Context: an optimization exercise on an open-source flow, tuned for small area. The choices shown serve that exercise and are no tape-out recipe.
Function was checked by simulation only, so behaviour that the tests miss may differ from the original.
No activity file was given, so power comes from the tool's default toggle rates.

run 1:
// game
module game(
	input clk,
	input move_en,
	input load,
	input [3:0] load_stage,
	input [9:0] load_x, load_y,
	input load_grav, load_ckpt,
	input bright,
	input rst,
	input up, input down, input left, input right,
	input [9:0] hCount, vCount,
	output reg [11:0] rgb,
	output [9:0] char_x, char_y,
	output [3:0] level
	);
export LEC_CHECK = 0
export ABC_AREA = 1
export CAP_MARGIN = 10
export CORE_MARGIN = 2
export CORE_UTILIZATION = 35
export CTS_BUF_LIST = sky130_fd_sc_hd__clkbuf_4 sky130_fd_sc_hd__clkbuf_8
export GPL_TIMING_DRIVEN = 0
export SETUP_SLACK_MARGIN = 0.1
export SLEW_MARGIN = 10
create_clock -name core_clock -period 10.0 [get_ports {clk}]
standard.sh (not shown) runs the stock make flow with config.mk's settings and CLKGATE_MAP_FILE= SYNTH_SCRIPT=/design/flow/synth_recipe.tcl, a recipe that flattens the netlist after the stock synthesis.
==> flow/flow/run.sh <==
#!/bin/bash
# Standard synthesis; then the combinational logic alone is re-synthesised for area with ABC
# (&deepsyn from several seeds in parallel, area mapping, smallest result kept). Registers, their
# names and cell types are left exactly as the standard synthesis made them. Then the standard
# layout, with the smallest buffer cell for the port buffers.
set -euo pipefail
R=orfs/results/${FLOW_PLATFORM}/game/base
L=orfs/logs/${FLOW_PLATFORM}/game/base
LIB=${FLOW_HOME}/platforms/${FLOW_PLATFORM}/lib/sky130_fd_sc_hd__tt_025C_1v80.lib
DST=${DEEPSYN_T:-900}
bash standard.sh synth > standard_synth.log 2>&1
cp $R/1_2_yosys.v standard_1_2_yosys.v
python3 flow/mkcells.py cells_comb.v > mkcells.log 2>&1
DU=$(grep -o -- "-dont_use [^ ]*" $L/1_2_yosys.log | sort -u | tr '\n' ' ')
remap() { # $1 = tag, $2 = abc script
  printf '%s\n' "$2" | tr ';' '\n' > remap_$1.abc
  yosys -l remap_$1_yosys.log -p "read_liberty -lib $LIB; \
    read_verilog standard_1_2_yosys.v; hierarchy -top ${FLOW_TOP}; techmap -map cells_comb.v; \
    opt -purge; techmap; opt -fast -purge; \
    abc -liberty $LIB $DU -script remap_$1.abc; opt_clean -purge; \
    hilomap -singleton -hicell sky130_fd_sc_hd__conb_1 HI -locell sky130_fd_sc_hd__conb_1 LO; \
    splitnets; opt_clean -purge; check -assert; tee -o remap_$1.stat stat -liberty $LIB; \
    write_verilog -noattr -noexpr -nohex -nodec remapped_$1.v" > /dev/null 2>&1 || true
}
remap a "strash; dc2; dch -f; map -a; strash; dch -f; amap" &
for S in 1 2 3 4; do
  remap s$S "strash; &get -n; &deepsyn -T $DST -S $S; &put; dch -f; amap" &
done
wait
best=""; besta=""
for t in a s1 s2 s3 s4; do
  [[ -s remapped_$t.v && -s remap_$t.stat ]] || continue
  a=$(grep -i "chip area" remap_$t.stat | awk '{print $NF}')
  echo "$t $a" >> remap_areas.log
  if [[ -z "$best" ]] || python3 -c "import sys; sys.exit(0 if $a < $besta else 1)"; then best=$t; besta=$a; fi
done
echo "best $best $besta" >> remap_areas.log
cp remapped_$best.v $R/1_2_yosys.v
bash standard.sh BUFFER_PORTS_ARGS="-buffer_cell sky130_fd_sc_hd__buf_1" finish > standard_finish.log 2>&1
Other scripts of this flow, unchanged in this note and not shown: flow/flow/mkcells.py
Run 1 finished all stages; the layout is clean.
diff inputs: run 1 => run 2
- clearing GPL_TIMING_DRIVEN, which used to be 0
- clearing SETUP_SLACK_MARGIN, which used to be 0.1
-- flow/flow/run.sh --
<<< run 1, line 8
L=orfs/logs/${FLOW_PLATFORM}/game/base
LIB=${FLOW_HOME}/platforms/${FLOW_PLATFORM}/lib/sky130_fd_sc_hd__tt_025C_1v80.lib
DST=${DEEPSYN_T:-900}
bash standard.sh synth > standard_synth.log 2>&1
cp $R/1_2_yosys.v standard_1_2_yosys.v
>>> run 2, line 8
L=orfs/logs/${FLOW_PLATFORM}/game/base
LIB=${FLOW_HOME}/platforms/${FLOW_PLATFORM}/lib/sky130_fd_sc_hd__tt_025C_1v80.lib
DST=${DEEPSYN_T:-720}
bash standard.sh synth > standard_synth.log 2>&1
cp $R/1_2_yosys.v standard_1_2_yosys.v
<<< run 1, line 24
}
remap a "strash; dc2; dch -f; map -a; strash; dch -f; amap" &
for S in 1 2 3 4; do
  remap s$S "strash; &get -n; &deepsyn -T $DST -S $S; &put; dch -f; amap" &
done
wait
best=""; besta=""
for t in a s1 s2 s3 s4; do
  [[ -s remapped_$t.v && -s remap_$t.stat ]] || continue
  a=$(grep -i "chip area" remap_$t.stat | awk '{print $NF}')
>>> run 2, line 24
}
remap a "strash; dc2; dch -f; map -a; strash; dch -f; amap" &
for S in 1 2 3; do
  remap s$S "strash; &get -n; &deepsyn -T $DST -S $S; &put; dch -f; amap" &
done
wait
best=""; besta=""
for t in a s1 s2 s3; do
  [[ -s remapped_$t.v && -s remap_$t.stat ]] || continue
  a=$(grep -i "chip area" remap_$t.stat | awk '{print $NF}')
==> run notes <==
Final period demand of the worst path on run 2 is ahead of run 1. Per the comparison of run 2 with run 1, part of the power in the clock network held steady, sequential fraction of total cell area lost 0.22 points, internal power consumption went up by 10%, synthesized cell count flat, total of plain and repair buffers excluding clock buffers rose by 34. Re fmax: run 1 and run 2 aren't equal, and the lower value belongs to run 1. Run 1 vs run 2, critical path launch point: vCount[6] vs hCount[3].
[inputs] run 3 vs run 2
- GPL_TIMING_DRIVEN newly set to 0
-- flow/flow/run.sh --
<<< run 2, line 8
L=orfs/logs/${FLOW_PLATFORM}/game/base
LIB=${FLOW_HOME}/platforms/${FLOW_PLATFORM}/lib/sky130_fd_sc_hd__tt_025C_1v80.lib
DST=${DEEPSYN_T:-720}
bash standard.sh synth > standard_synth.log 2>&1
cp $R/1_2_yosys.v standard_1_2_yosys.v
>>> run 3, line 8
L=orfs/logs/${FLOW_PLATFORM}/game/base
LIB=${FLOW_HOME}/platforms/${FLOW_PLATFORM}/lib/sky130_fd_sc_hd__tt_025C_1v80.lib
DST=${DEEPSYN_T:-30}
bash standard.sh synth > standard_synth.log 2>&1
cp $R/1_2_yosys.v standard_1_2_yosys.v
## What came out
Run 3 ended up with a higher multi-input logic portion of the cell area than run 2 did.
Comparing run 2 and run 3, the lower critical path depth was measured on run 2.
Multi-input logic cell count grows by a few percent when moving from run 2 to run 3.
Run 2 ended up with hCount[3] as its launching instance or port of the critical path; run 3 ended up with hCount[5].
Run 3 ended up with met5 as its top routing layer in use; run 2 ended up with met4.
The synthesized cell count reported for run 3 is greater than that of run 2 by 5.6%.
### run 3 -> run 4
- setting SETUP_SLACK_MARGIN to 0.1 for the first time
-- flow/flow/run.sh --
<<< run 3, line 8
L=orfs/logs/${FLOW_PLATFORM}/game/base
LIB=${FLOW_HOME}/platforms/${FLOW_PLATFORM}/lib/sky130_fd_sc_hd__tt_025C_1v80.lib
DST=${DEEPSYN_T:-30}
bash standard.sh synth > standard_synth.log 2>&1
cp $R/1_2_yosys.v standard_1_2_yosys.v
>>> run 4, line 8
L=orfs/logs/${FLOW_PLATFORM}/game/base
LIB=${FLOW_HOME}/platforms/${FLOW_PLATFORM}/lib/sky130_fd_sc_hd__tt_025C_1v80.lib
DST=${DEEPSYN_T:-1200}
bash standard.sh synth > standard_synth.log 2>&1
cp $R/1_2_yosys.v standard_1_2_yosys.v
<<< run 3, line 23
    write_verilog -noattr -noexpr -nohex -nodec remapped_$1.v" > /dev/null 2>&1 || true
}
remap a "strash; dc2; dch -f; map -a; strash; dch -f; amap" &
for S in 1 2 3; do
  remap s$S "strash; &get -n; &deepsyn -T $DST -S $S; &put; dch -f; amap" &
done
wait
best=""; besta=""
for t in a s1 s2 s3; do
  [[ -s remapped_$t.v && -s remap_$t.stat ]] || continue
  a=$(grep -i "chip area" remap_$t.stat | awk '{print $NF}')
>>> run 4, line 23
    write_verilog -noattr -noexpr -nohex -nodec remapped_$1.v" > /dev/null 2>&1 || true
}

for S in 11 12 13 14; do
  remap s$S "strash; &get -n; &deepsyn -T $DST -S $S; &put; dch -f; amap" &
done
wait
best=""; besta=""
for t in s11 s12 s13 s14; do
  [[ -s remapped_$t.v && -s remap_$t.stat ]] || continue
  a=$(grep -i "chip area" remap_$t.stat | awk '{print $NF}')
Findings:
- Delta (run 4 minus run 3): final critical path time including I/O delays and setup shows a reduction of 0.075 ns, transition time at the pin with the least slew margin shows an increase of 0.053 ns, maximum clock frequency shows an increase of 0.77%.
- Delta(fraction of area in multi-input gates, run 4 - run 3) < 0
- Summary of run 4 over run 3: clock-buffer cell count grew by 1; delay of the slowest critical-path stage shrank by 0.28 ns; number of global-route vias before repair shrank by about 5%.
- Re clock network contribution to total cell area: run 3 was higher than run 4.
- Re post-synth design cell area: run 4 is about 6% down on run 3.

-- re-timing with driven ports --
The results above use ideal ports. As a check the final layouts listed here were re-extracted and re-timed, cells and wires unchanged. Step 1: set_driving_cell puts a clkbuf_16 on clk and a buf_2 on each other input, an assumption about the parent block. Step 2 adds t to the input delays and takes it off the output delays; t is the mean of the earliest and latest rising clock arrival at the registers after step 1. Input paths then give back, and output paths get back, about the clock's delay inside the block. Slacks: ideal ports / drivers / drivers and shift; pairs: ideal ports / drivers.
run	shift t [ns]	slack for setup (ns)	worst register clock-pin slew, ns
run 1	0.316	0.421 / 0.387 / 0.387	0.10 / 0.10
run 2	0.331	0.571 / 0.548 / 0.548	0.11 / 0.11
run 3	0.306	0.248 / 0.227 / 0.227	0.09 / 0.09
run 4	0.310	0.323 / 0.286 / 0.286	0.09 / 0.09
After both steps setup and hold are still met in every run listed. For run 4, which loses most, drivers alone change the setup slack by -0.037 ns; drivers and shift together by -0.037 ns.
